Background: an optimization exercise with open tools, aiming at small area. Do not read the settings as production practice.
Only simulation tests tie the RTL to the original design; equivalence was not proved.
Power figures rest on the tool's default switching activity, not on a simulated workload.

**flow/design.v**
```verilog
module reflet_alu
    #(parameter wordsize = 16
    )(
    input [wordsize-1:0] working_register,
    input [wordsize-1:0] other_register,
    input [wordsize-1:0] status_register,
    input [7:0] instruction,
    output [wordsize-1:0] out
    );
    wire [3:0] opperand = instruction[7:4];
    wire [wordsize-1:0] wr = working_register;
    wire [wordsize-1:0] oth = other_register;
    wire is_e = opperand == 4'hE;
    wire op_read = opperand == 4'h0;
    wire op_wr   = opperand == 4'h1 || opperand == 4'hC ||
                   (is_e && (instruction[3:0] == 4'h0 || instruction[3:0] == 4'h1 || instruction[3:0] == 4'h4 ||
                             instruction[3:0] == 4'h7 || instruction[3:0] == 4'h9)) ||
                   instruction[7:2] == 6'b111110;
    wire op_set  = opperand == 4'h2;
    wire op_add  = opperand == 4'h3;
    wire op_and  = opperand == 4'h4;
    wire op_or   = opperand == 4'h5;
    wire op_xor  = opperand == 4'h6;
    wire op_not  = opperand == 4'h7;
    wire op_lsl  = opperand == 4'h8;
    wire op_lsr  = opperand == 4'h9;
    wire op_eq   = opperand == 4'hA;
    wire op_les  = opperand == 4'hB;
    wire op_cc2  = instruction == 8'hE5;
    wire op_cmpnot = instruction == 8'hE6;
    wire [wordsize-1:0] add_a = ( op_cc2 ? 0 : wr );
    wire [wordsize-1:0] add_b = ( op_cc2 ? ~wr : ( op_les ? ~oth : oth ) );
    wire [wordsize:0] sum = add_a + add_b + (op_les | op_cc2);
    wire cmp_les = !sum[wordsize];
    wire [wordsize-1:0] x = wr ^ oth;
    wire cmp_eq = ~|x;
    wire [wordsize-1:0] wr_rev;
    genvar k;
    generate for (k=0; k<wordsize; k=k+1) begin : rev_in
        assign wr_rev[k] = wr[wordsize-1-k];
    end endgenerate
    wire big_shift = |oth[wordsize-1:$clog2(wordsize)];
    wire [wordsize-1:0] sh = ( op_lsr ? wr_rev : wr ) << oth[$clog2(wordsize)-1:0];
    wire [wordsize-1:0] sh_rev;
    generate for (k=0; k<wordsize; k=k+1) begin : rev_out
        assign sh_rev[k] = sh[wordsize-1-k];
    end endgenerate
    wire cmp = (op_eq & cmp_eq) | (op_les & cmp_les) | (op_cmpnot & ~status_register[0]);
    wire cmp_op = op_eq | op_les | op_cmpnot;
    assign out = ( {wordsize{op_read}} & oth ) |
                 ( {wordsize{op_wr}} & wr ) |
                 ( {wordsize{op_set}} & {{(wordsize-4){1'b0}}, instruction[3:0]} ) |
                 ( {wordsize{op_add | op_cc2}} & sum[wordsize-1:0] ) |
                 ( {wordsize{op_and}} & (wr & oth) ) |
                 ( {wordsize{op_or}} & (wr | oth) ) |
                 ( {wordsize{op_xor}} & x ) |
                 ( {wordsize{op_not}} & ~oth ) |
                 ( {wordsize{op_lsl & !big_shift}} & sh ) |
                 ( {wordsize{op_lsr & !big_shift}} & sh_rev ) |
                 ( {wordsize{cmp_op}} & {status_register[wordsize-1:1], cmp} );
endmodule
module reflet_cpu #(
    parameter wordsize = 16,
    debug_output = 1
    )(
    input clk,
    input reset,
    input enable,
    input [wordsize-1:0] data_in,
    output reg [wordsize-1:0] addr,
    output reg [wordsize-1:0] data_out,
    output write_en,
    output reg quit,  
    output debug,
    input [3:0] interrupt_request,
    output [wordsize-1:0] debug_wr
    );
    integer i;  
    function [wordsize-1:0] inc(input [wordsize-1:0] a);
        integer b;
        reg c;
        begin
            c = 1;
            for (b=0; b<wordsize; b=b+1)
            begin
                inc[b] = a[b] ^ c;
                c = c & a[b];
            end
        end
    endfunction
    function [wordsize-1:0] dec(input [wordsize-1:0] a);
        integer b;
        reg c;
        begin
            c = 1;
            for (b=0; b<wordsize; b=b+1)
            begin
                dec[b] = a[b] ^ c;
                c = c & !a[b];
            end
        end
    endfunction
    wire en = enable & !quit;
    wire [wordsize-1:0] registers [15:0];  
    wire [wordsize-1:0] wr = registers[4'h0  ];
    wire [wordsize-1:0] sr = registers[4'hD  ];
    wire [wordsize-1:0] pc = registers[4'hE  ];
    wire [wordsize-1:0] sp = registers[4'hF  ];
    reg [7:0] instruction;
    wire [3:0] opperand = instruction[7:4];
    wire [1:0] arg = instruction[1:0];
    wire [wordsize-1:0] other_register = registers[instruction[3:0]];
    localparam [3:0] ph_a = 4'd0, ph_b = 4'd1, ph_c = 4'd2, ph_d = 4'd3,
                     ph_e = 4'd4, ph_g = 4'd5, ph_h = 4'd6,
                     ph_f = 4'd8, ph_f2 = 4'd9, ph_f3 = 4'd10, ph_f4 = 4'd11, ph_f5 = 4'd12;
    reg [3:0] phase;
    reg mem_done;  
    wire iok = phase[3];
    wire in_h = phase == ph_h;
    wire in_g = phase == ph_g;
    wire in_f = phase == ph_f;
    wire fetch = (phase == ph_d && mem_done) || phase == ph_e;
    wire i_pop  = instruction == 8'hE3;
    wire i_push = instruction == 8'hE4;
    wire i_ret  = instruction == 8'hE2;
    wire i_call = instruction == 8'hE1;
    wire i_atom = instruction == 8'hEA;
    wire i_str  = opperand == 4'hC;
    wire i_load = opperand == 4'hD;
    wire inst_read = i_load || i_pop || i_ret || i_atom;
    wire inst_write = i_str || i_push || i_call || i_atom;
    always @ (posedge clk)
        if (!reset)
        begin
            phase <= ph_a;
            mem_done <= 0;
        end
        else if (en)
        begin
            case (phase)
                ph_a : phase <= ph_b;
                ph_b : phase <= ph_c;
                ph_c : phase <= ph_d;
                ph_d : phase <= ( mem_done ? ph_f : ph_e );
                ph_e : phase <= ph_f;
                ph_f : phase <= ( inst_read || inst_write ? ph_f2 : ph_g );
                ph_f2 : phase <= ph_f3;
                ph_f3 : phase <= ph_f4;
                ph_f4 : phase <= ( inst_read ? ph_g : ph_f5 );
                ph_f5 : phase <= ph_g;
                ph_g : phase <= ph_h;
                default : phase <= ph_a;
            endcase
            if (in_f)
                mem_done <= 0;
            else if (phase == ph_d || phase == ph_f4)
                mem_done <= 1;
        end
    reg byte_mode;
    wire in_interrupt_context;
    wire [7:0] reduced_behaviour_bits = sr[15:8];
    wire [1:0] size_normal_access = ( reduced_behaviour_bits == 8'h0 ? 2'd1 : reduced_behaviour_bits[1:0] - 2'd1 );
    wire [1:0] size_used =
        ( !iok ? 2'd0 :
          ( (!in_interrupt_context & byte_mode) ? 2'd0 :
            ( i_pop || i_push || i_ret || i_call ? 2'd1 : size_normal_access )));
    wire byte_access = size_used == 2'd0;
    always @ (posedge clk)
        if (!reset)
            byte_mode <= 0;
        else if (en && (instruction == 8'hE7) && in_h)
            byte_mode <= !byte_mode;
    wire [wordsize-1:0] sp_dec = {dec(sp >> 1), sp[0]};
    wire [wordsize-1:0] sp_inc = {inc(sp >> 1), sp[0]};
    wire [wordsize-1:0] mem_addr = ( i_str || i_load ? other_register :
                                   ( i_pop || i_ret ? sp_dec :
                                   ( i_push || i_call ? sp :
                                   ( i_atom ? wr : 0 ))));
    wire [wordsize-1:0] cpu_addr = ( iok ? mem_addr : pc );
    always @ (posedge clk)
        if (en && reset)
            addr <= cpu_addr;
    reg [wordsize-1:0] data_in_cpu;
    reg atom_zero;
    wire [wordsize-1:0] data_out_cpu = ( i_push || i_str ? wr :
                                       ( i_call ? pc :
                                       ( i_atom ? 1 : 0 )));
    wire [wordsize-1:0] data_read = ( cpu_addr[0] ? {8'h0, data_in[15:8]} :
                                    ( byte_access ? {8'h0, data_in[7:0]} : data_in ));
    wire [wordsize-1:0] data_write = ( cpu_addr[0] ? {data_out_cpu[7:0], data_in[7:0]} :
                                     ( byte_access ? {data_in[15:8], data_out_cpu[7:0]} : data_out_cpu ));
    always @ (posedge clk)
        if (en && (phase == ph_c || phase == ph_f3))
            data_in_cpu <= data_read;
        else if (en && phase == ph_f4 && inst_write)
            data_in_cpu <= data_write;
    always @ (posedge clk)
        if (en && phase == ph_f3)
            atom_zero <= ~|data_read;
    always @ (*)
        data_out = data_in_cpu;
    wire [wordsize-1:0] pc_inc = inc( i_ret ? data_in_cpu : pc );
    assign write_en = phase == ph_f5 || (in_g && i_atom);
    wire alignment_error = (phase == ph_f2 || phase == ph_f3 || phase == ph_f4 || phase == ph_f5) &&
                           |(addr[2:0] & {size_used == 2'd3, size_used[1], size_used != 2'd0});
    always @ (posedge clk)
        if (en && fetch)
            instruction <= data_in_cpu[7:0];
    reg old_softint, old_setintstack, old_getint;
    reg [1:0] old_arg;
    wire op_softint      = instruction[7:2] == 6'b111111;
    wire op_setintstack  = instruction[7:2] == 6'b111110;
    wire op_getintstack  = instruction[7:2] == 6'b111101;
    wire op_getint       = instruction[7:2] == 6'b111100;
    wire op_setint       = instruction[7:2] == 6'b111011;
    always @ (posedge clk)
        if (en && fetch)
        begin
            old_softint <= op_softint;
            old_setintstack <= op_setintstack;
            old_getint <= op_getint;
            old_arg <= arg;
        end
    wire d_softint     = ( in_f ? old_softint : op_softint );
    wire d_setintstack = ( in_f ? old_setintstack : op_setintstack );
    wire [1:0] d_arg   = ( in_f ? old_arg : arg );
    wire [3:0] used_int = {interrupt_request[3:1], interrupt_request[0] | (sr[5] & alignment_error)};
    wire [3:0] softint_request = ( d_softint ? (4'h1 << d_arg) : 4'h0 );
    wire [3:0] int_masked = (used_int | softint_request) & sr[4:1];
    reg [3:0] int_masked_latched;
    always @ (posedge clk)
        if (!reset)
            int_masked_latched <= 0;
        else if (en)
            int_masked_latched <= ( in_h ? int_masked : int_masked_latched | int_masked );
    reg [2:0] level;  
    assign in_interrupt_context = !level[2];
    wire [2:0] target_level = ( int_masked_latched[0] ? 3'd0 :
                              ( int_masked_latched[1] ? 3'd1 :
                              ( int_masked_latched[2] ? 3'd2 :
                              ( int_masked_latched[3] ? 3'd3 : 3'd4))));
    wire new_int = target_level < level;
    wire take_int = new_int & in_h;
    reg [1:0] level_memory_0, level_memory_1;
    reg level_memory_2;
    wire [2:0] previous_level = ( level[2] ? 3'h4 :
                                ( level[1:0] == 2'd0 ? {1'b0, level_memory_0} + 3'd1 :
                                ( level[1:0] == 2'd1 ? {1'b0, level_memory_1} + 3'd1 :
                                ( level[1:0] == 2'd2 ? {level_memory_2, ~level_memory_2, ~level_memory_2} : 3'h4 ))));
    wire [3:0] addr_memory_load, routine_load;
    wire [wordsize-1:0] addr_memory_in = ( !reset ? 0 : ( take_int ? ( op_softint ? pc_inc : pc ) : wr ) );
    wire [wordsize-1:0] routine_in = ( !reset ? 0 : wr );
    wire [wordsize-1:0] addr_memory [3:0];
    wire [wordsize-1:0] routines [3:0];
    genvar k;
    generate for (k=0; k<4; k=k+1) begin : int_tables
        reg [wordsize-1:0] addr_memory_q, routines_q;
        assign addr_memory_load[k] = !reset || (en && ( take_int ? target_level[1:0] == k :
                                     !(instruction == 8'hEB && !in_f) && d_setintstack && d_arg == k ));
        assign routine_load[k] = !reset || (en && op_setint && in_h && arg == k);
        always @ (posedge clk)
        begin
            if (addr_memory_load[k])
                addr_memory_q <= addr_memory_in;
            if (routine_load[k])
                routines_q <= routine_in;
        end
        assign addr_memory[k] = addr_memory_q;
        assign routines[k] = routines_q;
    end endgenerate
    always @ (posedge clk)
        if (!reset)
            level <= 4;
        else if (en)
        begin
            if (take_int)
            begin
                level <= target_level;
                case (target_level[1:0])
                    2'd0 : level_memory_0 <= level[1:0] - 2'd1;
                    2'd1 : level_memory_1 <= level[1:0] - 2'd1;
                    2'd2 : level_memory_2 <= level[2];
                    default : ;
                endcase
            end
            else if (instruction == 8'hEB && in_h)
                level <= previous_level;
        end
    reg h_first;
    always @ (posedge clk)
        h_first <= in_g;
    wire getint_valid = ( h_first ? old_getint & !(inst_read || inst_write) : op_getint );
    wire [1:0] routine_index = ( new_int ? target_level[1:0] : ( h_first ? old_arg : arg ) );
    wire [wordsize-1:0] routine = routines[routine_index];
    wire [wordsize-1:0] getint_out = ( getint_valid ? routine : 0 );
    wire i_retint = instruction == 8'hEB;
    wire [wordsize-1:0] addr_memory_out = addr_memory[i_retint ? level[1:0] : arg];
    wire [wordsize-1:0] int_out = ( (i_retint && !level[2]) || op_getintstack ? addr_memory_out : 0 );
    wire [wordsize-1:0] alu_out;
    reflet_alu #(.wordsize(wordsize)) alu(
        .working_register(wr),
        .other_register(other_register),
        .status_register(sr),
        .instruction(instruction),
        .out(alu_out));
    wire [wordsize-1:0] mem_out = ( i_load || i_pop ? data_in_cpu :
                                  ( i_ret ? pc_inc :
                                  ( i_atom ? {sr[wordsize-1:1], atom_zero} : 0 )));
    wire [wordsize-1:0] content = alu_out | mem_out | int_out | getint_out;
    wire [3:0] index = ( opperand == 4'h1 ? instruction[3:0] :
                       ( opperand == 4'hA || opperand == 4'hB || instruction == 8'hE6 || i_atom ? 4'hD   :
                       ( i_ret || i_call || i_retint || (instruction == 8'hE0 && sr[0]) ? 4'hE   : 4'h0   )));
    wire write_back = en && in_h;
    wire write_reg = write_back && !new_int && !i_push && instruction != 8'hE8;
    always @ (posedge clk)
        if (!reset)
            quit <= 0;
        else if (write_back && !new_int && instruction == 8'hE8)
            quit <= 1;
    wire [wordsize-1:0] reg_in = ( !reset ? 0 : content );
    wire [wordsize-1:0] pc_in = ( !reset ? 4   : ( new_int ? routine : ( index == 4'hE   ? content : pc_inc ) ) );
    wire [wordsize-1:0] sp_in = ( !reset ? 0   : ( index == 4'hF   ? content : ( i_pop || i_ret ? sp_dec : sp_inc ) ) );
    generate for (k=0; k<16; k=k+1) begin : regs
        reg [wordsize-1:0] q;
        wire load;
        if (k == 4'hE  )
        begin
            assign load = !reset || write_back;
            always @ (posedge clk)
                if (load)
                    q <= pc_in;
        end
        else if (k == 4'hF  )
        begin
            assign load = !reset || (write_back && !new_int && (i_pop || i_ret || i_push || i_call || index == 4'hF  ));
            always @ (posedge clk)
                if (load)
                    q <= sp_in;
        end
        else
        begin
            assign load = !reset || (write_reg && index == k);
            always @ (posedge clk)
                if (load)
                    q <= reg_in;
        end
        assign registers[k] = q;
    end endgenerate
    assign debug = instruction == 8'hE9 && in_h;
    generate
        if (debug_output)
            assign debug_wr = wr;
        else
            assign debug_wr = 0;
    endgenerate
endmodule
```
**flow/flow/run.sh**
```bash
#!/bin/bash
# The standard layout (standard.sh), changed in three ways:
#  - synthesis is synth_recipe.tcl unchanged except that ABC maps the logic
#    with flow/abc.script, an area-oriented script (registers are mapped
#    before ABC runs, so they are the standard synthesis's);
#  - ports are buffered with sky130_fd_sc_hd__buf_1;
#    placement removes the synthesis buffers as usual;
#  - the clock tree is built with CTS_ARGS below, without dummy loads.
# make's output goes to run.log; each ORFS step keeps its own log under
# orfs/logs/.
set -euo pipefail
cd "$(dirname "$0")/.."
W=$PWD
cat > flow_synth.tcl <<EOT
proc abc {args} {
  set i [lsearch \$args -script]
  if {\$i >= 0} { lset args [expr {\$i + 1}] $W/flow/abc.script }
  yosys abc {*}\$args
}
source $W/synth_recipe.tcl
EOT
sed "s#SYNTH_SCRIPT=[^ ]*#SYNTH_SCRIPT=$W/flow_synth.tcl#" standard.sh > flow_standard.sh
grep -q "SYNTH_SCRIPT=$W/flow_synth.tcl" flow_standard.sh
export BUFFER_PORTS_ARGS="-buffer_cell sky130_fd_sc_hd__buf_1"
export CTS_ARGS="-sink_clustering_enable -repair_clock_nets -dont_use_dummy_load -buf_list sky130_fd_sc_hd__clkbuf_8"
bash flow_standard.sh > run.log 2>&1
```
**flow/flow/abc.script**
```
strash
dch
map -a
strash
dch
map -a
topo
stime -c
```
**flow/standard.sh**
```bash
#!/bin/bash
# synth_recipe.tcl (not shown) runs the flow's synth.tcl, then flattens the netlist and writes it again
# the make line also repeats each setting of config.mk as NAME=value (left out here)
make -C /OpenROAD-flow-scripts/flow DESIGN_CONFIG=/design/flow/config.mk WORK_HOME=/design/flow/orfs CLKGATE_MAP_FILE= SYNTH_SCRIPT=/design/flow/synth_recipe.tcl "${@:-finish}"
```
**flow/config.mk**
```make
export PLATFORM = sky130hd
export DESIGN_NAME = reflet_cpu
export DESIGN_NICKNAME = reflet_cpu
export VERILOG_FILES = /design/flow/design.v
export SDC_FILE = /design/flow/constraint.sdc
export NUM_CORES = 4
export LEC_CHECK = 0
export CAP_MARGIN = 20
export CORE_MARGIN = 2
export CORE_UTILIZATION = 40
export SETUP_SLACK_MARGIN = 0.15
export SLEW_MARGIN = 20
```
**flow/constraint.sdc**
```tcl
create_clock -name core_clock -period 8.0 [get_ports {clk}]
set_input_delay 1.6000 -clock core_clock [delete_from_list [all_inputs] [get_ports {clk}]]
set_output_delay 1.6000 -clock core_clock [all_outputs]
set_load 0.01 [all_outputs]
```
==> impl_metrics.json, run 1 <==
{
  "r2r_setup_slack_ns": 0.82,
  "rows": 88,
  "synth_edf_count": 435,
  "fin_setup_tns_ns": 0,
  "postCtsHoldBufs": 0,
  "multiInputGateArea_um2": 9030,
  "r2r_start": "instruction[5]$_DFFE_PP_",
  "drive_above_1_share_pct": 8.92,
  "path_common_cell": "ha_1",
  "cts_buffers": 76,
  "clk_latency_ns": 0.72,
  "cpPeakStageDelay_ns": 0.60,
  "start_util_pct": 40.4,
  "place_inst": 3212,
  "routedWlPerCell_um": 33.2,
  "max_slew_margin_pct": 17.3,
  "synth-seq-cells": 450,
  "rsz0062_at_grt": "false",
  "overflow": 0,
  "cp_max_fo": 36,
  "worstHoldPathType": "flop to flop",
  "grt_pass1_vias": 19800,
  "fillerInstances": 5507,
  "whs_path_depth": 2,
  "setup.worst_path.end_class": "flop",
  "hold_viol_final": 0,
  "pwr_density_cell_nw_per_um2": 201,
  "status": "timing/DRC/antenna clean",
  "max_freq_mhz": 139,
  "synth-xor-area-share_pct": 0.188,
  "viasPerCell": 6.41,
  "yosysSeqAreaShare_pct": 57.4,
  "critical_path.startpoint_type": "flop",
  "syn_nets": 2381,
  "root_buffer": "clkbuf_8",
  "maxSlewViolCount": 0,
  "cts-resized-gates": 0,
  "cts_sinks": 450,
  "drt_iter0_drc": 3074,
  "fp.dieW_um": 245,
  "hpwl_um": 80000,
  "seq_area_um2": 13400,
  "grt_use_total_pct": 36.1,
  "postSynthAreaPerCell_um2": 10.3,
  "fin_crit_sh_pct": 89.8,
  "grt_max_degree": 63,
  "drv_cap": 0,
  "async_flop_share_pct": 0,
  "place_congestion": 1.05,
  "io_buffer_count": 73,
  "hold-worst-slack_ns": 0.470,
  "dieArea_um2": 60100,
  "worstMarginPinSlew_ns": 1.23,
  "synth_compound_area_share_pct": 22.1,
  "cts_max_path_buffers": 3,
  "worst_slack_ns": 0.819,
  "cts_tree": "yes",
  "drcViolationCount": 0,
  "synth_adder_area_share_pct": 5.25,
  "ys.warnings.count": 1,
  "dp_slack_ns": 0.835,
  "period_needed_ns": 7.18,
  "setup_viol": 0,
  "wl_um": 109000,
  "cp.arrival_ns": 7.59,
  "ant_nets": 0,
  "core-area_um2": 57600,
  "path_class": "flop to flop",
  "path_clk_slew_ns": 0.07,
  "r2r-end": "regs[15].q[15]$_SDFFCE_PN0P_",
  "via_count": 21100,
  "grt_pass1_wl_um": 151000,
  "reg2reg_depth": 31,
  "worstPathRequired_ns": 8.41,
  "ir_drop_mv": 0.144,
  "synthToLayoutAreaGrowth_pct": 13.8,
  "syn_area_um2": 23300,
  "final_util_pct": 46.0,
  "min_from": "quit$_SDFFE_PN0P_",
  "antenna_found_initial": 6,
  "cp_slowest_cell": "a2111oi_0",
  "p_leak_nw": 9.13,
  "fin_skew_ns": 0.104,
  "instances_no_fill": 3291,
  "synth_simple_gate_area_share_pct": 10.8,
  "drt-pass1-iter-count": 6,
  "netlist_instances": 2261,
  "whs_endpoint": "quit$_SDFFE_PN0P_",
  "synthFlopType": "edfxtp_1",
  "die_h_um": 245,
  "num-nets-final": 2645,
  "synth_top_family_by_area": "compound AO/OA/AOI/OAI gates",
  "clock_tree.htree_level_count": 3,
  "post_cts_buffers": 0,
  "synthMuxAreaShare_pct": 0.129,
  "boundaryPins": 74,
  "yosys.cell_types.count": 39
}
## worst max path at each step
stage	from	slack [ns]	cells past startpoint	end
CTS	instruction[5]$_DFFE_PP_	0.80	31	regs[15].q[15]$_SDFFCE_PN0P_
finish	instruction[5]$_DFFE_PP_	0.82	31	regs[15].q[15]$_SDFFCE_PN0P_
global route	instruction[5]$_DFFE_PP_	0.24	31	regs[15].q[15]$_SDFFCE_PN0P_
detailed placement	instruction[5]$_DFFE_PP_	0.83	31	regs[15].q[15]$_SDFFCE_PN0P_
global placement	instruction[5]$_DFFE_PP_	0.71	31	regs[15].q[15]$_SDFFCE_PN0P_
floorplan	instruction[1]$_DFFE_PP_	0.35	32	regs[15].q[15]$_SDFFCE_PN0P_
## cells in the mapped netlist, types with 2 or more instances
master | count | area (um2)
o221a_2 | 6 | 67.6
a211oi_1 | 12 | 90.1
and2_2 | 3 | 22.5
edfxtp_1 | 435 | 13100
o21ai_0 | 271 | 1360
mux2i_1 | 3 | 30.0
o31ai_1 | 11 | 82.6
clkinv_1 | 253 | 950
o211ai_1 | 20 | 150
xor2_1 | 5 | 43.8
a31oi_1 | 22 | 138
nor3_1 | 33 | 165
ha_1 | 96 | 1200
nor2_1 | 277 | 1040
nor4_1 | 11 | 68.8
dfxtp_1 | 15 | 300
a21oi_1 | 220 | 1100
a32o_1 | 8 | 80.1
a2111oi_0 | 10 | 87.6
a32oi_1 | 3 | 26.3
o22ai_1 | 55 | 344
o2111ai_1 | 9 | 78.8
o221ai_1 | 7 | 61.3
or2_2 | 4 | 25.0
nand2_1 | 218 | 818
o32ai_1 | 2 | 17.5
a221oi_1 | 63 | 552
nand4_1 | 32 | 200
nand3_1 | 32 | 160
a22oi_1 | 116 | 871
## critical path, delay by kind of cell, from the launching register on
kind                       cells  cell delay (ns)
DFF                            1             0.47
buffers and inverters          4             1.02
adders and majority gates     14             2.62
xor gates and xnor gates       1             0.19
AOI/OAI and AO/OA              7             1.73
and+or+nand+nor                5             0.83
## registers in the layout, summed over array words and instances, names as in the netlist
signal / flops
data_in_cpu: 16
old_softint: 1
atom_zero: 1
addr: 16
int_tables.addr_memory_q: 64
quit: 1
old_arg: 2
h_first: 1
mem_done: 1
level: 3
int_masked_latched: 4
level_memory_2: 1
level_memory_1: 2
int_tables.routines_q: 64
old_setintstack: 1
byte_mode: 1
phase: 4
old_getint: 1
level_memory_0: 2
instruction: 8
regs.q: 256
## where the power goes
group	internal [W]	switching, W	leakage, nW	total, W
logic	0.000198	0.000616	4.07	0.000815
registers	0.00275	0.0000827	4.51	0.00283
clock network	0.000835	0.000847	0.546	0.00168
total	0.00378	0.00155	9.13	0.00533
## final cells by class
class,instances,share of cell area [%]
antenna,3,0.0283
inverter,253,3.60
tap,765,3.61
clock buffer,76,3.95
sequential,450,50.5
timing repair buffer,186,4.24
multi-input combinational,1558,34.1
## metal layers
layer / global-route usage [%] / vias up / share of wire [%]
li1: - / 9108 / -
met1: 46.8 / 10300 / 39
met2: 54.4 / 1350 / 44
met3: 8.20 / 324 / 9.8
met4: 23.1 / 6 / 7.2
met5: 0 / - / 0.038
## cell families after synthesis
group,after synthesis
simple gates,613
fa+ha+maj,97
flops,450
buf+inv,253
mux,3
compound gates,840
xor+xnor,5
## metrics by stage
step           instance area [um2]  total power (W)
5_1_grt                      26500          0.00548
3_5_place_dp                 25400          0.00366
6_report                     26500          0.00533
3_3_place_gp                 25400          0.00365
4_1_cts                      26500          0.00531
2_1_floorplan                23300          0.00324
## layout by cell type, fill, tap and decap left out, drive strengths merged, types with 2 or more instances in the layout
cell,instances
xor2,5
o211ai,20
nor4,11
or2,4
a21oi,220
o221a,6
a211oi,12
clkinv,252
nor2,277
nand3,32
edfxtp,435
nor3,33
a32o,8
nand2,218
o22ai,55
buf,185
and2,3
dfxtp,15
mux2i,3
o31ai,11
a2111oi,10
o2111ai,9
o221ai,7
a32oi,3
diode,3
o21ai,271
nand4,32
a221oi,63
o32ai,2
a22oi,116
ha,96
clkbuf,77
a31oi,22
==> run 2: changes to the inputs <==
--- a/flow/flow/run.sh
+++ b/flow/flow/run.sh
@@ -23,4 +23,4 @@
 grep -q "SYNTH_SCRIPT=$W/flow_synth.tcl" flow_standard.sh
 export BUFFER_PORTS_ARGS="-buffer_cell sky130_fd_sc_hd__buf_1"
-export CTS_ARGS="-sink_clustering_enable -repair_clock_nets -dont_use_dummy_load -buf_list sky130_fd_sc_hd__clkbuf_8"
+export CTS_ARGS="-sink_clustering_enable -repair_clock_nets -dont_use_dummy_load -buf_list sky130_fd_sc_hd__clkbuf_4"
 bash flow_standard.sh > run.log 2>&1
==> run 2 against run 1 <==
  * Non-clock buffer count stayed put
  * Clock-buffer cell count up 40
  * Via count up 1.0%
  * Critical path type unchanged
  * Clock skew rose by 0.021 ns
  * Sequential share of layout area rose by 0.33 points
  * Core utilization down 0.30 points
  * First-iteration DRC count decreased by 0.13%
  * Register-to-register slack worse by 0.06 ns
  * Worst hold slack improved by 0.0028 ns
==> impl_metrics.json, run 2 <==
{
  "hold_viol_final": 0,
  "drt-pass1-iter-count": 6,
  "syn_area_um2": 23300,
  "die_h_um": 245,
  "yosysSeqAreaShare_pct": 57.4,
  "cts_max_path_buffers": 3,
  "cts_tree": "yes",
  "cp.arrival_ns": 7.89,
  "cpPeakStageDelay_ns": 0.63,
  "ys.warnings.count": 1,
  "cp_max_fo": 36,
  "wl_met1_um": 42500,
  "worstHoldPathType": "flop to flop",
  "p_leak_nw": 9.12,
  "synthFlopType": "edfxtp_1",
  "clk_latency_ns": 0.93,
  "async_flop_share_pct": 0,
  "fin_skew_ns": 0.125,
  "setup_viol": 0,
  "rsz0062_at_grt": "false",
  "antenna_found_initial": 4,
  "maxSlewViolCount": 0,
  "grt_use_total_pct": 36.1,
  "drcViolationCount": 0,
  "fin_setup_tns_ns": 0,
  "synth_edf_count": 435,
  "grt_max_degree": 63,
  "rows": 88,
  "worstMarginPinSlew_ns": 1.20,
  "period_needed_ns": 7.24,
  "top_register": "regs.q",
  "synth_top_area_cell": "edfxtp_1",
  "dieArea_um2": 60100,
  "post_cts_buffers": 0,
  "core-area_um2": 57600,
  "io_buffer_count": 73,
  "cts-resized-gates": 0,
  "viasPerCell": 6.39,
  "boundaryPins": 74,
  "wl_um": 109000,
  "max_slew_margin_pct": 19.3,
  "ir_drop_mv": 0.134,
  "yosysMostFrequentCell": "edfxtp_1",
  "reg_top3": "regs.q x256, int_tables.addr_memory_q x64, int_tables.routines_q x64",
  "drt_iter0_drc": 3070,
  "fillerInstances": 5559,
  "synth.top_cell.area_share_pct": 56.1,
  "fin_crit_sh_pct": 90.5,
  "drive_above_1_share_pct": 10.3,
  "overflow": 0,
  "cp_slowest_cell": "a2111oi_0",
  "num-nets-final": 2685,
  "fp.dieW_um": 245,
  "critical_path.startpoint_type": "flop",
  "postSynthAreaPerCell_um2": 10.3,
  "cts_buffers": 116,
  "clock_tree.htree_level_count": 3,
  "path_class": "flop to flop",
  "cts_sinks": 450,
  "synthToLayoutAreaGrowth_pct": 13.0,
  "root_buffer": "clkbuf_4",
  "drv_cap": 0,
  "wl_met3_um": 10900,
  "path_common_cell": "ha_1",
  "mostFrequentLayoutCells": "435 x edfxtp_1, 273 x nor2_1, 252 x clkinv_1",
  "grt_pass1_vias": 20200,
  "worstPathRequired_ns": 8.65,
  "status": "timing/DRC/antenna clean",
  "postCtsHoldBufs": 0,
  "dr.max_layer_used": "met5",
  "via_count": 21300,
  "synth-seq-cells": 450,
  "netlist_instances": 2261,
  "layout_commonest_cell": "edfxtp_1",
  "pwr_density_cell_nw_per_um2": 195,
  "max_freq_mhz": 138,
  "start_util_pct": 40.4,
  "yosys.cell_types.count": 39,
  "ant_nets": 0,
  "synth_commonest_cells": "435 x edfxtp_1, 277 x nor2_1, 271 x o21ai_0, 253 x clkinv_1, 220 x a21oi_1",
  "path_clk_slew_ns": 0.06,
  "hpwl_um": 80000,
  "setup.worst_path.end_class": "flop",
  "synth_area_leaders": "edfxtp_1 56%, o21ai_0 5.8%, ha_1 5.2%",
  "routedWlPerCell_um": 32.8,
  "largest_register_ff_count": 256,
  "final_util_pct": 45.7,
  "wl_met2_um": 48000,
  "grt_pass1_wl_um": 151000,
  "place_congestion": 1.05,
  "syn_nets": 2381
}
## run 2: cell families after synthesis
| logic type | after synthesis | share of synthesized area, % |
|---|---|---|
| flops | 450 | 57.4 |
| mux | 3 | 0.129 |
| compound gates | 840 | 22.1 |
| buf+inv | 253 | 4.08 |
| simple gates | 613 | 10.8 |
| fa+ha+maj | 97 | 5.25 |
| xor+xnor | 5 | 0.188 |
## run 2: critical path: cells and delay by family (launching register included)
family | cells | cell delay (ns)
buffers and inverters | 4 | 1.04
xor gates and xnor gates | 1 | 0.19
adders and majority gates | 14 | 2.60
AOI/OAI and AO/OA | 7 | 1.81
and+or+nand+nor | 5 | 0.85
DFF | 1 | 0.46
## run 2: layout make-up
class                   count  area (um2)  area share (%)
flip-flops and latches    450       13400            50.8
multi-input cells        1558        9030            34.3
repair buffers            186        1120            4.27
well taps                 765         957            3.64
inverters                 253         953            3.62
clock buffers             116         871            3.31
diodes                      5        12.5          0.0476
## run 2: report_power, final
| part | internal [W] | total (W) | switching (W) |
|---|---|---|---|
| Clock | 0.000649 | 0.00148 | 0.000834 |
| Sequential | 0.00275 | 0.00283 | 0.0000824 |
| Combinational | 0.000198 | 0.000814 | 0.000616 |
## run 2: path summary, 6_finish.rpt
path	from	slack, ns	cells past startpoint	end
worst max register to register	instruction[5]$_DFFE_PP_	0.76	31	regs[15].q[15]$_SDFFCE_PN0P_
worst min-delay path	quit$_SDFFE_PN0P_	0.47	2	quit$_SDFFE_PN0P_
worst min register to register	quit$_SDFFE_PN0P_	0.47	2	quit$_SDFFE_PN0P_
worst max-delay path	instruction[5]$_DFFE_PP_	0.76	31	regs[15].q[15]$_SDFFCE_PN0P_
## run 2: per-stage QoR
step                      instance area (um2)  instances  setup WS (ns)  power [W]  hold slack [ns]
final                                   26300       3333          0.760    0.00513            0.473
after floorplan                         23300       2261          0.353    0.00324            0.462
after CTS                               26300       3328          0.824    0.00512            0.472
after detailed placement                25400       3212          0.835    0.00366            0.463
after global placement                  25400       3212          0.713    0.00365            0.466
after global routing                    26300       3329          0.230    0.00531            0.518
## run 2: metal layers
metal,global-route usage (%),vias to the layer above
met2,54.2,1384
met4,24.1,8
li1,-,9240
met3,8.18,304
met5,0,-
met1,46.7,10400
==> run 3: changes to the inputs <==
--- a/flow/design.v
+++ b/flow/design.v
@@ -48,12 +48,17 @@
     wire cmp = (op_eq & cmp_eq) | (op_les & cmp_les) | (op_cmpnot & ~status_register[0]);
     wire cmp_op = op_eq | op_les | op_cmpnot;
-    assign out = ( {wordsize{op_read}} & oth ) |
-                 ( {wordsize{op_wr}} & wr ) |
+    wire [3:0] tt = ( {4{op_read}} & 4'b1010 ) |
+                    ( {4{op_wr}}   & 4'b1100 ) |
+                    ( {4{op_and}}  & 4'b1000 ) |
+                    ( {4{op_or}}   & 4'b1110 ) |
+                    ( {4{op_xor}}  & 4'b0110 ) |
+                    ( {4{op_not}}  & 4'b0101 );
+    wire [wordsize-1:0] bitwise;
+    generate for (k=0; k<wordsize; k=k+1) begin : lut
+        assign bitwise[k] = tt[{wr[k], oth[k]}];
+    end endgenerate
+    assign out = bitwise |
                  ( {wordsize{op_set}} & {{(wordsize-4){1'b0}}, instruction[3:0]} ) |
                  ( {wordsize{op_add | op_cc2}} & sum[wordsize-1:0] ) |
-                 ( {wordsize{op_and}} & (wr & oth) ) |
-                 ( {wordsize{op_or}} & (wr | oth) ) |
-                 ( {wordsize{op_xor}} & x ) |
-                 ( {wordsize{op_not}} & ~oth ) |
                  ( {wordsize{op_lsl & !big_shift}} & sh ) |
                  ( {wordsize{op_lsr & !big_shift}} & sh_rev ) |
--- a/flow/flow/run.sh
+++ b/flow/flow/run.sh
@@ -23,4 +23,4 @@
 grep -q "SYNTH_SCRIPT=$W/flow_synth.tcl" flow_standard.sh
 export BUFFER_PORTS_ARGS="-buffer_cell sky130_fd_sc_hd__buf_1"
-export CTS_ARGS="-sink_clustering_enable -repair_clock_nets -dont_use_dummy_load -buf_list sky130_fd_sc_hd__clkbuf_4"
+export CTS_ARGS="-sink_clustering_enable -repair_clock_nets -dont_use_dummy_load -buf_list sky130_fd_sc_hd__clkbuf_16 -sink_clustering_size 30 -sink_clustering_max_diameter 80"
 bash flow_standard.sh > run.log 2>&1
==> flow/flow/abc.script (replaced) <==
strash
dch
map -a
strash
dch
map -a
strash
dch
map -a
topo
stime -c
==> run 3 against run 2 <==
  * Worst setup slack improved by 0.11 ns
  * Clock skew fell by 0.056 ns
  * Sequential share of layout area increased by 1.5 points
  * Worst hold slack worse by 0.0016 ns
  * Synthesized cell count fell by 0.88%
  * Critical path depth is 7 higher
  * Non-clock buffer count down 16
  * Fmax is 1.5% higher
  * Core utilization decreased by 0.47 points
  * First-iteration DRC count grew 1.5%
  * Clock-buffer cell count shrank 90
  * Largest cell class unchanged
==> impl_metrics.json, run 3 <==
{
  "die_h_um": 243,
  "fin_crit_sh_pct": 89.1,
  "cp.arrival_ns": 7.24,
  "drt-pass1-iter-count": 6,
  "drive_above_1_share_pct": 6.57,
  "synth_area_leaders": "edfxtp_1 57%, o21ai_0 6.3%, a21oi_1 5.2%",
  "synth_compound_area_share_pct": 22.7,
  "root_buffer": "clkbuf_16",
  "synth_commonest_cells": "435 x edfxtp_1, 288 x o21ai_0, 262 x nor2_1, 243 x nand2_1, 237 x clkinv_1",
  "syn_nets": 2329,
  "overflow": 0,
  "antenna_found_initial": 4,
  "cts_max_path_buffers": 3,
  "synth-xor-area-share_pct": 0.153,
  "syn_area_um2": 22900,
  "critical_path.startpoint_type": "flop",
  "cts_buffers": 26,
  "num-nets-final": 2527,
  "rows": 87,
  "synth.top_cell.area_share_pct": 57.1,
  "core-area_um2": 56500,
  "via_count": 20700,
  "boundaryPins": 74,
  "cts-resized-gates": 0,
  "drv_cap": 0,
  "mostFrequentLayoutCells": "435 x edfxtp_1, 261 x o21ai_0, 255 x nor2_1",
  "pwr_density_cell_nw_per_um2": 208,
  "setup.worst_path.end_class": "flop",
  "period_needed_ns": 7.13,
  "reg_top3": "regs.q x256, int_tables.addr_memory_q x64, int_tables.routines_q x64",
  "cp_max_fo": 14,
  "ys.warnings.count": 1,
  "largest_register_ff_count": 256,
  "synthFlopType": "edfxtp_1",
  "rsz0062_at_grt": "false",
  "netlist_instances": 2241,
  "postSynthAreaPerCell_um2": 10.2,
  "cts_sinks": 450,
  "worstMarginPinSlew_ns": 1.21,
  "clock_tree.htree_level_count": 1,
  "cts_tree": "yes",
  "max_slew_margin_pct": 18.8,
  "io_buffer_count": 73,
  "grt_max_degree": 41,
  "synth-seq-cells": 450,
  "layout_commonest_cell": "edfxtp_1",
  "hpwl_um": 75400,
  "start_util_pct": 40.5,
  "synth_simple_gate_area_share_pct": 11.2,
  "path_common_cell": "nor2_1",
  "clk_latency_ns": 0.60,
  "fin_setup_tns_ns": 0,
  "cpPeakStageDelay_ns": 0.49,
  "grt_pass1_wl_um": 144000,
  "ant_nets": 0,
  "worstHoldPathType": "flop to flop",
  "path_clk_slew_ns": 0.08,
  "synthToLayoutAreaGrowth_pct": 11.8,
  "routedWlPerCell_um": 32.4,
  "worstPathRequired_ns": 8.11,
  "grt_pass1_vias": 18900,
  "yosysMostFrequentCell": "edfxtp_1",
  "place_congestion": 1.02,
  "r2r_start": "instruction[1]$_DFFE_PP_",
  "wl_um": 103000,
  "setup_viol": 0,
  "maxSlewViolCount": 0,
  "postCtsHoldBufs": 0,
  "ir_drop_mv": 0.235,
  "cp_slowest_cell": "edfxtp_1",
  "cp-startpoint": "instruction[1]$_DFFE_PP_",
  "top_register": "regs.q",
  "drt_iter0_drc": 3116,
  "hold-worst-slack_ns": 0.471,
  "status": "timing/DRC/antenna clean",
  "instances_no_fill": 3194,
  "max_freq_mhz": 140,
  "path_class": "flop to flop",
  "place_inst": 3165,
  "synth_top_family_by_area": "compound AO/OA/AOI/OAI gates",
  "post_cts_buffers": 0,
  "fin_skew_ns": 0.0697,
  "synth_top_area_cell": "edfxtp_1",
  "yosysSeqAreaShare_pct": 58.5,
  "yosys.cell_types.count": 41,
  "synth_edf_count": 435,
  "synth_adder_area_share_pct": 3.59,
  "dp_slack_ns": 1.22,
  "finalPower_w": 0.00531,
  "dieArea_um2": 59100,
  "viasPerCell": 6.49,
  "fp.dieW_um": 243,
  "grt_use_total_pct": 34.0,
  "hold_viol_final": 0,
  "p_leak_nw": 8.67,
  "drcViolationCount": 0,
  "min_from": "quit$_SDFFE_PN0P_",
  "async_flop_share_pct": 0,
  "synthMuxAreaShare_pct": 0.0438,
  "worst_slack_ns": 0.868
}
==> run 3: cell count changes after synthesis, sizes merged, moves of 7 or more <==
cell / change
ha: -32
nand2: +25
o22ai: +18
o21ai: +17
a21oi: +16
clkinv: -16
nor2: -15
a221oi: -13
o211ai: -12
nand4: -9
a31oi: -7
==> run 3: routing by layer <==
metal / share of wire [%] / GRT usage [%]
met1: 40 / 46.9
met2: 44 / 52.2
met3: 10 / 5.98
met4: 5.8 / 16.1
met5: 0 / 0
==> run 3: final cells by class <==
class / count / area [um2]
Timing Repair Buffer: 170 / 1010
Multi-Input combinational cell: 1554 / 8690
Clock buffer: 26 / 651
Fill cell: 5341 / 30900
Tap cell: 756 / 946
Antenna cell: 1 / 2.50
Inverter: 237 / 890
Sequential cell: 450 / 13400
==> run 3: where the power goes <==
| part | internal, W | total [W] | leakage [nW] | switching (W) |
|---|---|---|---|---|
| Clock | 0.000576 | 0.00131 | 0.320 | 0.000734 |
| Sequential | 0.00281 | 0.00292 | 4.50 | 0.000107 |
| Combinational | 0.000265 | 0.00108 | 3.85 | 0.000815 |
==> run 3: critical path: cells and delay by family, from the launching register on <==
family | cells | cell delay [ns]
buf+inv | 6 | 1.47
compound gates | 10 | 1.33
flops | 1 | 0.49
simple gates | 20 | 2.74
fa+ha+maj | 2 | 0.63
==> run 3: final timing paths <==
path,endpoint,slack [ns],cells past startpoint
max,regs[5].q[0]$_DFFE_PP_,0.87,38
min,quit$_SDFFE_PN0P_,0.47,2
min reg2reg,quit$_SDFFE_PN0P_,0.47,2
max reg2reg,regs[5].q[0]$_DFFE_PP_,0.87,38
==> run 3: cell families (layout without fill, tap and decap cells) <==
| kind of cell | after synthesis | in the layout |
|---|---|---|
| xor+xnor | 4 | 4 |
| other cells | 0 | 1 |
| compound gates | 860 | 860 |
| flops | 450 | 450 |
| mux | 1 | 1 |
| buf+inv | 237 | 433 |
| fa+ha+maj | 65 | 65 |
| simple gates | 624 | 624 |
==> run 3: through the flow <==
stage	instance area, um2	utilization, %
after floorplan	22900	-
after global placement	24900	44.0
after detailed placement	24900	44.0
after CTS	25500	45.2
after global routing	25500	45.2
final	25500	45.2
==> run 4: changes to the inputs <==
--- a/flow/flow/run.sh
+++ b/flow/flow/run.sh
@@ -23,4 +23,4 @@
 grep -q "SYNTH_SCRIPT=$W/flow_synth.tcl" flow_standard.sh
 export BUFFER_PORTS_ARGS="-buffer_cell sky130_fd_sc_hd__buf_1"
-export CTS_ARGS="-sink_clustering_enable -repair_clock_nets -dont_use_dummy_load -buf_list sky130_fd_sc_hd__clkbuf_16 -sink_clustering_size 30 -sink_clustering_max_diameter 80"
+export CTS_ARGS="-sink_clustering_enable -repair_clock_nets -dont_use_dummy_load -buf_list sky130_fd_sc_hd__clkbuf_8 -sink_clustering_size 20 -sink_clustering_max_diameter 60"
 bash flow_standard.sh > run.log 2>&1
==> run 4 against run 3 <==
  * Total power decreased by 2.1%
  * Wire length hardly changed
  * First-iteration DRC count up 3.2%
  * Synthesized cell count stayed put
  * Largest cell class unchanged
  * Global-route usage rose by 0.24 points
==> impl_metrics.json, run 4 <==
{
  "fin_crit_sh_pct": 89.6,
  "antenna_found_initial": 3,
  "synth_simple_gate_area_share_pct": 11.2,
  "ir_drop_mv": 0.168,
  "fin_skew_ns": 0.152,
  "critical_path.startpoint_type": "flop",
  "cts_buffers": 40,
  "netlist_instances": 2241,
  "dieArea_um2": 59100,
  "layout_commonest_cell": "edfxtp_1",
  "boundaryPins": 74,
  "syn_nets": 2329,
  "largest_register_ff_count": 256,
  "pwr-share-seq_pct": 56.2,
  "synth-xor-area-share_pct": 0.153,
  "viasPerCell": 6.43,
  "status": "timing/DRC/antenna clean",
  "place_inst": 3165,
  "synth_adder_area_share_pct": 3.59,
  "r2r_setup_slack_ns": 0.83,
  "whs_path_depth": 2,
  "crit_buf_inv": 6,
  "synthMuxAreaShare_pct": 0.0438,
  "maxSlewViolCount": 0,
  "yosysSeqAreaShare_pct": 58.5,
  "combPwrFrac_pct": 20.8,
  "postSynthAreaPerCell_um2": 10.2,
  "period_needed_ns": 7.17,
  "mostFrequentLayoutCells": "435 x edfxtp_1, 261 x o21ai_0, 255 x nor2_1",
  "cts-resized-gates": 0,
  "cts_max_path_buffers": 3,
  "postCtsHoldBufs": 0,
  "clock_tree.htree_level_count": 2,
  "path_depth": 38,
  "synthToLayoutAreaGrowth_pct": 11.3,
  "top_register": "regs.q",
  "drt_iter0_drc": 3215,
  "start_util_pct": 40.5,
  "reg2reg_depth": 38,
  "root_buffer": "clkbuf_8",
  "cp_max_fo": 14,
  "cts_tree": "yes",
  "ant_nets": 0,
  "worstMarginPinSlew_ns": 1.17,
  "synthFlopType": "edfxtp_1",
  "netSwitchingFraction_pct": 32.2,
  "ys.warnings.count": 1,
  "via_count": 20600,
  "async_flop_share_pct": 0,
  "synth_commonest_cells": "435 x edfxtp_1, 288 x o21ai_0, 262 x nor2_1, 243 x nand2_1, 237 x clkinv_1",
  "fp.dieW_um": 243,
  "drv_cap": 0,
  "antenna_cells": 0,
  "cpLargestDelayFamily": "simple AND/OR/NAND/NOR gates",
  "post_cts_buffers": 0,
  "rows": 87,
  "io_buffer_count": 73,
  "max_slew_margin_pct": 21.7,
  "rsz0062_at_grt": "false",
  "worstPathRequired_ns": 8.20,
  "cp.arrival_ns": 7.37,
  "synth_top_area_cell": "edfxtp_1",
  "hold_viol_final": 0,
  "hold-worst-slack_ns": 0.477,
  "synth_compound_area_share_pct": 22.7,
  "syn_area_um2": 22900,
  "yosysMostFrequentCell": "edfxtp_1",
  "routedWlPerCell_um": 32.3,
  "path_class": "flop to flop",
  "path_common_cell": "nor2_1",
  "place_congestion": 1.02,
  "cts_sinks": 450,
  "final_util_pct": 45.0,
  "setup_viol": 0,
  "grt_use_total_pct": 34.3,
  "p_leak_nw": 8.64,
  "grt_pass1_wl_um": 144000,
  "synth_edf_count": 435,
  "reg_top3": "regs.q x256, int_tables.addr_memory_q x64, int_tables.routines_q x64",
  "cp_slowest_cell": "edfxtp_1",
  "drive_above_1_share_pct": 7.10,
  "drt-pass1-iter-count": 7,
  "yosys.cell_types.count": 41,
  "cpPeakStageDelay_ns": 0.48,
  "core-area_um2": 56500,
  "fin_setup_tns_ns": 0,
  "wl_um": 104000,
  "num-nets-final": 2541,
  "clk_latency_ns": 0.71,
  "drcViolationCount": 0,
  "grt_max_degree": 41,
  "die_h_um": 243,
  "fillerInstances": 5348,
  "synth-seq-cells": 450,
  "p_switching_w": 0.00167,
  "path_clk_slew_ns": 0.09,
  "p_clk_share_pct": 23.0,
  "instances_no_fill": 3207,
  "setup.worst_path.end_class": "flop",
  "hpwl_um": 75400,
  "worstHoldPathType": "flop to flop",
  "p_int_w": 0.00352,
  "max_freq_mhz": 139,
  "pwr_density_cell_nw_per_um2": 204,
  "grt_pass1_vias": 19000,
  "overflow": 0,
  "synth_top_family_by_area": "compound AO/OA/AOI/OAI gates",
  "synth.top_cell.area_share_pct": 57.1,
  "synth_area_leaders": "edfxtp_1 57%, o21ai_0 6.3%, a21oi_1 5.2%"
}
[run 4: cell count changes in the layout (fill, tap and decap cells not counted)]
cell,delta
clkbuf_8,+40
clkbuf_16,-26
diode_2,-1
[run 4: metal layers]
layer | track usage, % | vias up | part of all wire (%)
met5 | 0 | - | 0
met4 | 17.4 | 0 | 5.9
met3 | 6.16 | 286 | 9.8
met2 | 52.2 | 1342 | 44
met1 | 47.0 | 10100 | 40
li1 | - | 8914 | -
[run 4: kinds of logic (layout without fill, tap and decap cells)]
logic type	Yosys count	after routing
and+or+nand+nor	624	624
DFF	450	450
xor gates and xnor gates	4	4
muxes	1	1
buffers and inverters	237	447
AOI/OAI and AO/OA	860	860
adders and majority gates	65	65
[run 4: final timing paths]
path,end,startpoint
worst min-delay path,quit$_SDFFE_PN0P_,quit$_SDFFE_PN0P_
worst max-delay path,regs[5].q[0]$_DFFE_PP_,instruction[1]$_DFFE_PP_
worst min register to register,quit$_SDFFE_PN0P_,quit$_SDFFE_PN0P_
worst max register to register,regs[5].q[0]$_DFFE_PP_,instruction[1]$_DFFE_PP_
[run 4: final cells by class]
class                   instances  area, um2  area share, %
well taps                     756        946           3.72
inverters                     237        890           3.50
multi-input cells            1554       8690           34.1
repair buffers                170       1010           3.97
flip-flops and latches        450      13400           52.5
clock buffers                  40        551           2.16
[run 4: through the flow]
stage / setup WS [ns] / instance area (um2) / total power, W
floorplan: 0.541 / 22900 / 0.00347
global placement: 1.43 / 24900 / 0.00400
detailed placement: 1.22 / 24900 / 0.00401
CTS: 1.11 / 25400 / 0.00517
global route: 0.364 / 25400 / 0.00535
finish: 0.829 / 25400 / 0.00520
[run 4: worst reg2reg max path: cells and delay by family, from the launching register on]
kind / cells / cell delay, ns
DFF: 1 / 0.48
buffers and inverters: 6 / 1.46
AOI/OAI and AO/OA: 10 / 1.31
and+or+nand+nor: 20 / 2.80
adders and majority gates: 2 / 0.63
[run 4: power by group through the flow]
stage	sequential [W]	combinational, W	clock [W]
2_1_floorplan	0.00292	0.000542	0
3_3_place_gp	0.00296	0.00104	0
3_5_place_dp	0.00297	0.00104	0
4_1_cts	0.00291	0.00104	0.00121
5_1_grt	0.00293	0.00113	0.00129
6_report	0.00292	0.00108	0.00120
==> run 5: changes to the inputs <==
--- a/flow/flow/run.sh
+++ b/flow/flow/run.sh
@@ -23,4 +23,4 @@
 grep -q "SYNTH_SCRIPT=$W/flow_synth.tcl" flow_standard.sh
 export BUFFER_PORTS_ARGS="-buffer_cell sky130_fd_sc_hd__buf_1"
-export CTS_ARGS="-sink_clustering_enable -repair_clock_nets -dont_use_dummy_load -buf_list sky130_fd_sc_hd__clkbuf_8 -sink_clustering_size 20 -sink_clustering_max_diameter 60"
+export CTS_ARGS="-sink_clustering_enable -repair_clock_nets -dont_use_dummy_load -buf_list sky130_fd_sc_hd__clkbuf_8 -sink_clustering_size 18 -sink_clustering_max_diameter 55"
 bash flow_standard.sh > run.log 2>&1
==> flow/flow/abc.script (replaced) <==
strash
dch
amap
topo
stime -c
--- a/flow/config.mk
+++ b/flow/config.mk
@@ -6,7 +6,7 @@
 export NUM_CORES = 4
 export LEC_CHECK = 0
-export CAP_MARGIN = 20
+export CAP_MARGIN = 0
 export CORE_MARGIN = 2
 export CORE_UTILIZATION = 40
 export SETUP_SLACK_MARGIN = 0.15
-export SLEW_MARGIN = 20
+export SLEW_MARGIN = 0
==> run 5 against run 4 <==
  * Still clean
  * Clock-buffer cell count rose by 5
  * Fmax fell by 5.1%
  * Critical path depth fell by 10
  * Largest cell class unchanged
  * Highest routed layer is now met5
==> impl_metrics.json, run 5 <==
{
  "status": "timing/DRC/antenna clean",
  "cts_tree": "yes",
  "cts_max_path_buffers": 3,
  "combPwrFrac_pct": 15.7,
  "synth_area_leaders": "edfxtp_1 58%, o22ai_1 5.4%, nor2_1 4.1%",
  "overflow": 0,
  "yosys.cell_types.count": 45,
  "cp-startpoint": "instruction[3]$_DFFE_PP_",
  "core-area_um2": 55400,
  "rsz0062_at_grt": "false",
  "drcViolationCount": 0,
  "die_h_um": 241,
  "netSwitchingFraction_pct": 28.6,
  "path_common_cell": "ha_1",
  "r2r_start": "instruction[3]$_DFFE_PP_",
  "postCtsHoldBufs": 0,
  "mostFrequentLayoutCells": "435 x edfxtp_1, 245 x nor2_1, 195 x clkinv_1, 195 x o22ai_1, 139 x buf_4",
  "routedWlPerCell_um": 32.7,
  "wl_um": 98200,
  "grt_pass1_vias": 18700,
  "p_int_w": 0.00346,
  "r2r_setup_slack_ns": 0.44,
  "fin_setup_tns_ns": 0,
  "rows": 86,
  "num-nets-final": 2341,
  "pwr-share-seq_pct": 58.4,
  "cp_max_fo": 11,
  "yosysMostFrequentCell": "edfxtp_1",
  "layout_commonest_cell": "edfxtp_1",
  "max_slew_margin_pct": 8.13,
  "drv_cap": 0,
  "multiInputGateArea_um2": 8490,
  "instances_no_fill": 3001,
  "finalInstanceArea_um2": 25500,
  "place_inst": 2949,
  "viasPerCell": 6.72,
  "fin_skew_ns": 0.110,
  "via_count": 20200,
  "maxSlewViolCount": 0,
  "max_freq_mhz": 132,
  "netlist_instances": 1994,
  "worstMarginPinSlew_ns": 1.37,
  "critical_path.startpoint_type": "flop",
  "cts_buffers": 45,
  "drt_iter0_drc": 3068,
  "p_switching_w": 0.00139,
  "largest_register_ff_count": 256,
  "synthToLayoutAreaGrowth_pct": 13.2,
  "start_util_pct": 40.6,
  "worstHoldPathType": "flop to flop",
  "boundaryPins": 74,
  "place_congestion": 1.05,
  "p_clk_share_pct": 25.9,
  "hpwl_um": 70600,
  "fin_crit_sh_pct": 94.5,
  "cp.arrival_ns": 8.05,
  "postSynthAreaPerCell_um2": 11.3,
  "drt-pass1-iter-count": 8,
  "path_class": "flop to flop",
  "root_buffer": "clkbuf_8",
  "fp.dieW_um": 241,
  "grt_max_degree": 58,
  "syn_area_um2": 22500,
  "synth_commonest_cells": "435 x edfxtp_1, 248 x nor2_1, 199 x clkinv_1, 196 x o22ai_1, 141 x nand2_1",
  "setup.worst_path.end_class": "flop",
  "setup_viol": 0,
  "p_leak_nw": 8.77,
  "path_clk_slew_ns": 0.10,
  "cpPeakStageDelay_ns": 1.03,
  "synth_edf_count": 435,
  "reg_top3": "regs.q x256, int_tables.addr_memory_q x64, int_tables.routines_q x64",
  "synth_top_area_cell": "edfxtp_1",
  "worstPathRequired_ns": 8.49,
  "top_register": "regs.q",
  "grt_use_total_pct": 33.4,
  "drive_above_1_share_pct": 9.11,
  "ant_nets": 0,
  "clk_latency_ns": 0.67,
  "dieArea_um2": 58200,
  "clock_tree.htree_level_count": 2,
  "cp_slowest_cell": "nor2_1",
  "io_buffer_count": 73,
  "synth-seq-cells": 450,
  "grt_pass1_wl_um": 137000,
  "cts_sinks": 450,
  "fillerInstances": 5212,
  "async_flop_share_pct": 0,
  "ir_drop_mv": 0.174,
  "min_from": "byte_mode$_SDFFE_PN0P_",
  "antenna_found_initial": 4,
  "pwr_density_cell_nw_per_um2": 190,
  "seq_area_um2": 13400,
  "hold_viol_final": 0,
  "ys.warnings.count": 1,
  "syn_nets": 2082,
  "place_area_um2": 24800,
  "synthFlopType": "edfxtp_1",
  "period_needed_ns": 7.56,
  "synth.top_cell.area_share_pct": 58.0,
  "yosysSeqAreaShare_pct": 59.3
}
## run 5: cell families (layout without fill, tap and decap cells)
family | after synthesis | in the layout | share of synthesized area (%)
AO/OA/AOI/OAI | 747 | 747 | 23.6
buffers and inverters | 199 | 456 | 3.32
flip-flops | 450 | 450 | 59.3
adder cells (fa/ha/maj) | 65 | 65 | 3.65
other | 0 | 2 | 0
AND/OR/NAND/NOR | 532 | 532 | 10.1
XOR/XNOR | 1 | 1 | 0.0389
## run 5: area by class of cell
| type | instances | share of cell area (%) |
|---|---|---|
| multi-input combinational | 1345 | 33.3 |
| clock buffer | 45 | 2.43 |
| tap | 748 | 3.67 |
| antenna | 2 | 0.0196 |
| sequential | 450 | 52.4 |
| inverter | 199 | 2.96 |
| timing repair buffer | 212 | 5.17 |
## run 5: power groups by stage
stage | Sequential, W | Combinational [W] | Clock, W
3_5_place_dp | 0.00288 | 0.000734 | 0
6_report | 0.00283 | 0.000762 | 0.00126
5_1_grt | 0.00284 | 0.000795 | 0.00135
4_1_cts | 0.00283 | 0.000737 | 0.00129
2_1_floorplan | 0.00285 | 0.000388 | 0
3_3_place_gp | 0.00288 | 0.000734 | 0
## run 5: path summary, 6_finish.rpt
check | end | cells after the start
worst min register to register | byte_mode$_SDFFE_PN0P_ | 1
worst max-delay path | regs[7].q[14]$_DFFE_PP_ | 28
worst min-delay path | byte_mode$_SDFFE_PN0P_ | 1
worst max register to register | regs[7].q[14]$_DFFE_PP_ | 28
## run 5: critical path, delay by kind of cell, from the launching register on
kind                       cells  cell delay [ns]
buffers and inverters          4             1.16
and+or+nand+nor                4             1.59
DFF                            1             0.57
AOI/OAI and AO/OA              6             1.19
adders and majority gates     14             2.85
## run 5: layer usage
metal | wire [um] | GRT usage [%] | up-vias
li1 | - | - | 8576
met1 | 39400 | 45.5 | 9991
met2 | 42300 | 49.5 | 1315
met3 | 10500 | 7.81 | 292
met4 | 6090 | 18.1 | 2
met5 | 11 | 0 | -
## run 5: metrics by stage
step                      worst slack (ns)  utilization [%]  hold WS [ns]  power (W)
after floorplan                      0.511                -         0.422    0.00324
after global placement               0.604             44.7         0.447    0.00361
after detailed placement             0.569             44.7         0.457    0.00361
after CTS                            0.564             45.8         0.466    0.00485
after global routing                 0.179             46.0         0.497    0.00499
final                                0.440             46.0         0.477    0.00485
## run 5: timing repair
action,4_1_cts,5_1_grt
setup buffers,0,5
hold endpoints to repair,0,0
gates resized for setup,0,12
setup endpoints to repair,0,32
==> run 6: changes to the inputs <==
--- a/flow/config.mk
+++ b/flow/config.mk
@@ -6,7 +6,8 @@
 export NUM_CORES = 4
 export LEC_CHECK = 0
-export CAP_MARGIN = 0
+export CAP_MARGIN = 20
 export CORE_MARGIN = 2
-export CORE_UTILIZATION = 40
+export CORE_UTILIZATION = 55
+export GPL_TIMING_DRIVEN = 0
 export SETUP_SLACK_MARGIN = 0.15
-export SLEW_MARGIN = 0
+export SLEW_MARGIN = 20
==> run 6 against run 5 <==
  * Still clean on timing, DRC and antenna
  * Global-route usage rose by 8.1 points
  * Sequential share of layout area increased by 0.35 points
  * Largest cell class unchanged
  * Cell count is 9.2% lower
  * Clock-buffer cell count fell by 6
  * Critical endpoint is now regs[14].q[15]$_SDFFCE_PN0P_
==> impl_metrics.json, run 6 <==
{
  "status": "timing/DRC/antenna clean",
  "cts_buffers": 39,
  "synth-xor-area-share_pct": 0.0389,
  "worstMarginPinSlew_ns": 1.17,
  "fin_skew_ns": 0.0729,
  "path_class": "flop to flop",
  "pwr_density_cell_nw_per_um2": 187,
  "max_slew_margin_pct": 22.1,
  "max_freq_mhz": 132,
  "layout_commonest_cell": "edfxtp_1",
  "reg_top3": "regs.q x256, int_tables.addr_memory_q x64, int_tables.routines_q x64",
  "cpLargestDelayFamily": "adder cells",
  "instances_no_fill": 2726,
  "hpwl_um": 64100,
  "antenna_found_initial": 1,
  "synth_top_area_cell": "edfxtp_1",
  "synth-seq-cells": 450,
  "fillerInstances": 3284,
  "maxSlewViolCount": 0,
  "root_buffer": "clkbuf_8",
  "cp.arrival_ns": 7.92,
  "start_util_pct": 55.4,
  "grt_max_degree": 73,
  "rows": 74,
  "clk_latency_ns": 0.66,
  "cts_max_path_buffers": 3,
  "synth_commonest_cells": "435 x edfxtp_1, 248 x nor2_1, 199 x clkinv_1, 196 x o22ai_1, 141 x nand2_1",
  "yosys.cell_types.count": 45,
  "crit_buf_inv": 3,
  "wl_um": 88700,
  "mostFrequentLayoutCells": "435 x edfxtp_1, 214 x nor2_1, 190 x o22ai_1",
  "cpPeakStageDelay_ns": 0.64,
  "async_flop_share_pct": 0,
  "worstHoldPathType": "flop to flop",
  "grt_use_total_pct": 41.6,
  "largest_register_ff_count": 256,
  "cts_sinks": 450,
  "rsz0062_at_grt": "false",
  "synth_adder_area_share_pct": 3.65,
  "core-area_um2": 40600,
  "worstPathRequired_ns": 8.33,
  "top_register": "regs.q",
  "via_count": 20000,
  "drt-pass1-iter-count": 9,
  "drive_above_1_share_pct": 10.5,
  "clock_tree.htree_level_count": 2,
  "synth.top_cell.area_share_pct": 58.0,
  "finalPower_w": 0.00474,
  "fin_crit_sh_pct": 94.9,
  "dieArea_um2": 42600,
  "synthFlopType": "edfxtp_1",
  "synthToLayoutAreaGrowth_pct": 12.4,
  "fp.dieW_um": 206,
  "drcViolationCount": 0,
  "drt_iter0_drc": 3327,
  "path_common_cell": "ha_1",
  "ir_drop_mv": 0.229,
  "netlist_instances": 1994,
  "hold_viol_final": 0,
  "yosysSeqAreaShare_pct": 59.3,
  "synth_compound_area_share_pct": 23.6,
  "p_leak_nw": 8.63,
  "yosysMostFrequentCell": "edfxtp_1",
  "die_h_um": 206,
  "period_needed_ns": 7.59,
  "overflow": 0,
  "syn_nets": 2082,
  "cts_tree": "yes",
  "grt_pass1_vias": 18400,
  "place_inst": 2650,
  "drv_cap": 0,
  "critical_path.startpoint_type": "flop",
  "synth_area_leaders": "edfxtp_1 58%, o22ai_1 5.4%, nor2_1 4.1%",
  "ys.warnings.count": 1,
  "grt_pass1_wl_um": 125000,
  "synth_edf_count": 435,
  "multiInputGateArea_um2": 8830,
  "synthMuxAreaShare_pct": 0,
  "io_buffer_count": 73,
  "cp_max_fo": 37,
  "cp_slowest_cell": "a2111oi_1",
  "routedWlPerCell_um": 32.5,
  "viasPerCell": 7.32,
  "syn_area_um2": 22500,
  "boundaryPins": 74,
  "synth_top_family_by_area": "compound AO/OA/AOI/OAI gates",
  "path_clk_slew_ns": 0.08,
  "num-nets-final": 2283,
  "setup.worst_path.end_class": "flop",
  "hold-worst-slack_ns": 0.468,
  "seq_area_um2": 13400,
  "postSynthAreaPerCell_um2": 11.3,
  "setup_viol": 0,
  "place_congestion": 1.10,
  "ant_nets": 0,
  "synth_simple_gate_area_share_pct": 10.1
}
## run 6: cell counts after synthesis
No cell type changed its count.
## run 6: logic make-up after synthesis
| family | Yosys count |
|---|---|
| and+or+nand+nor | 532 |
| adders and majority gates | 65 |
| xor gates and xnor gates | 1 |
| buffers and inverters | 199 |
| AOI/OAI and AO/OA | 747 |
| DFF | 450 |
## run 6: repair_timing
item                                    in CTS  in global routing
endpoints found under the setup margin     206                 72
pin swaps                                    3                  6
hold buffers                                 0                  0
gates cloned                                 0                  2
setup buffers                                9                 24
endpoints found under the hold margin        0                  0
gates resized for setup                     21                 21
## run 6: area by class of cell
cell class	instances	share of cell area [%]
Antenna cell	1	0.00989
Clock buffer	39	2.12
Inverter	199	3.09
Multi-Input combinational cell	1345	34.9
Sequential cell	450	52.8
Tap cell	532	2.63
Timing Repair Buffer	159	4.47
Timing Repair inverter	1	0.0198
## run 6: final timing paths
kind / cells after the start / start / slack [ns] / to
worst max register to register: 28 / instruction[3]$_DFFE_PP_ / 0.41 / regs[14].q[15]$_SDFFCE_PN0P_
worst min register to register: 1 / byte_mode$_SDFFE_PN0P_ / 0.47 / byte_mode$_SDFFE_PN0P_
worst max-delay path: 28 / instruction[3]$_DFFE_PP_ / 0.41 / regs[14].q[15]$_SDFFCE_PN0P_
worst min-delay path: 1 / byte_mode$_SDFFE_PN0P_ / 0.47 / byte_mode$_SDFFE_PN0P_
## run 6: metal layers
metal | wire length, um | vias to the layer above | track usage, % | part of all wire [%]
li1 | - | 8473 | - | -
met1 | 32100 | 9693 | 52.9 | 36
met2 | 38500 | 1410 | 62.7 | 43
met3 | 10600 | 385 | 11.3 | 12
met4 | 7410 | 0 | 27.1 | 8.4
met5 | 0 | - | 0 | 0
## run 6: through the flow
stage	TNS, ns	utilization (%)	instance area, um2	worst slack, ns
finish	0	62.3	25300	0.411
floorplan	0	-	22500	0.511
global route	0	62.3	25300	0.0684
detailed placement	-75.01	59.9	24300	-1.63
CTS	0	61.6	25000	0.158
global placement	-771.44	57.7	23500	-3.38
## run 6: power breakdown
part / leakage [nW] / switching, W / internal, W
clock: 0.280 / 0.000737 / 0.000438
sequential: 4.52 / 0.0000753 / 0.00275
combinational: 3.83 / 0.000526 / 0.000211

port drivers added, routing unchanged:
How much do the figures lean on ideal ports? The routed layouts below were timed once more, with nothing changed but the port constraints.
Step 1 (the two cells are an assumption about what drives the block):
set clk [get_ports {clk}]
set_driving_cell -lib_cell sky130_fd_sc_hd__clkbuf_16 $clk
set_driving_cell -lib_cell sky130_fd_sc_hd__buf_2 [delete_from_list [all_inputs] $clk]
Step 2 times the ports against the registers' clock, not the clock port: input delays grow and output delays shrink by t, the midpoint of the rising clock arrivals with the driver on.
a / b / c = ideal ports / drivers / drivers and shift; a / b = the first two.
run | t, ns | slack for setup (ns) | worst hold slack (ns) | slew at the worst register clock pin (ns)
run 1 | 0.733 | 0.819 / 0.819 / 0.819 | 0.470 / 0.470 / 0.470 | 0.07 / 0.07
run 2 | 0.916 | 0.760 / 0.760 / 0.760 | 0.473 / 0.473 / 0.473 | 0.07 / 0.07
run 3 | 0.628 | 0.868 / 0.868 / 0.868 | 0.471 / 0.471 / 0.471 | 0.11 / 0.11
run 4 | 0.694 | 0.829 / 0.829 / 0.829 | 0.477 / 0.477 / 0.477 | 0.12 / 0.12
run 5 | 0.673 | 0.440 / 0.440 / 0.440 | 0.477 / 0.477 / 0.477 | 0.11 / 0.11
run 6 | 0.685 | 0.411 / 0.411 / 0.411 | 0.468 / 0.468 / 0.468 | 0.11 / 0.11
After both steps setup and hold are still met in every run listed.
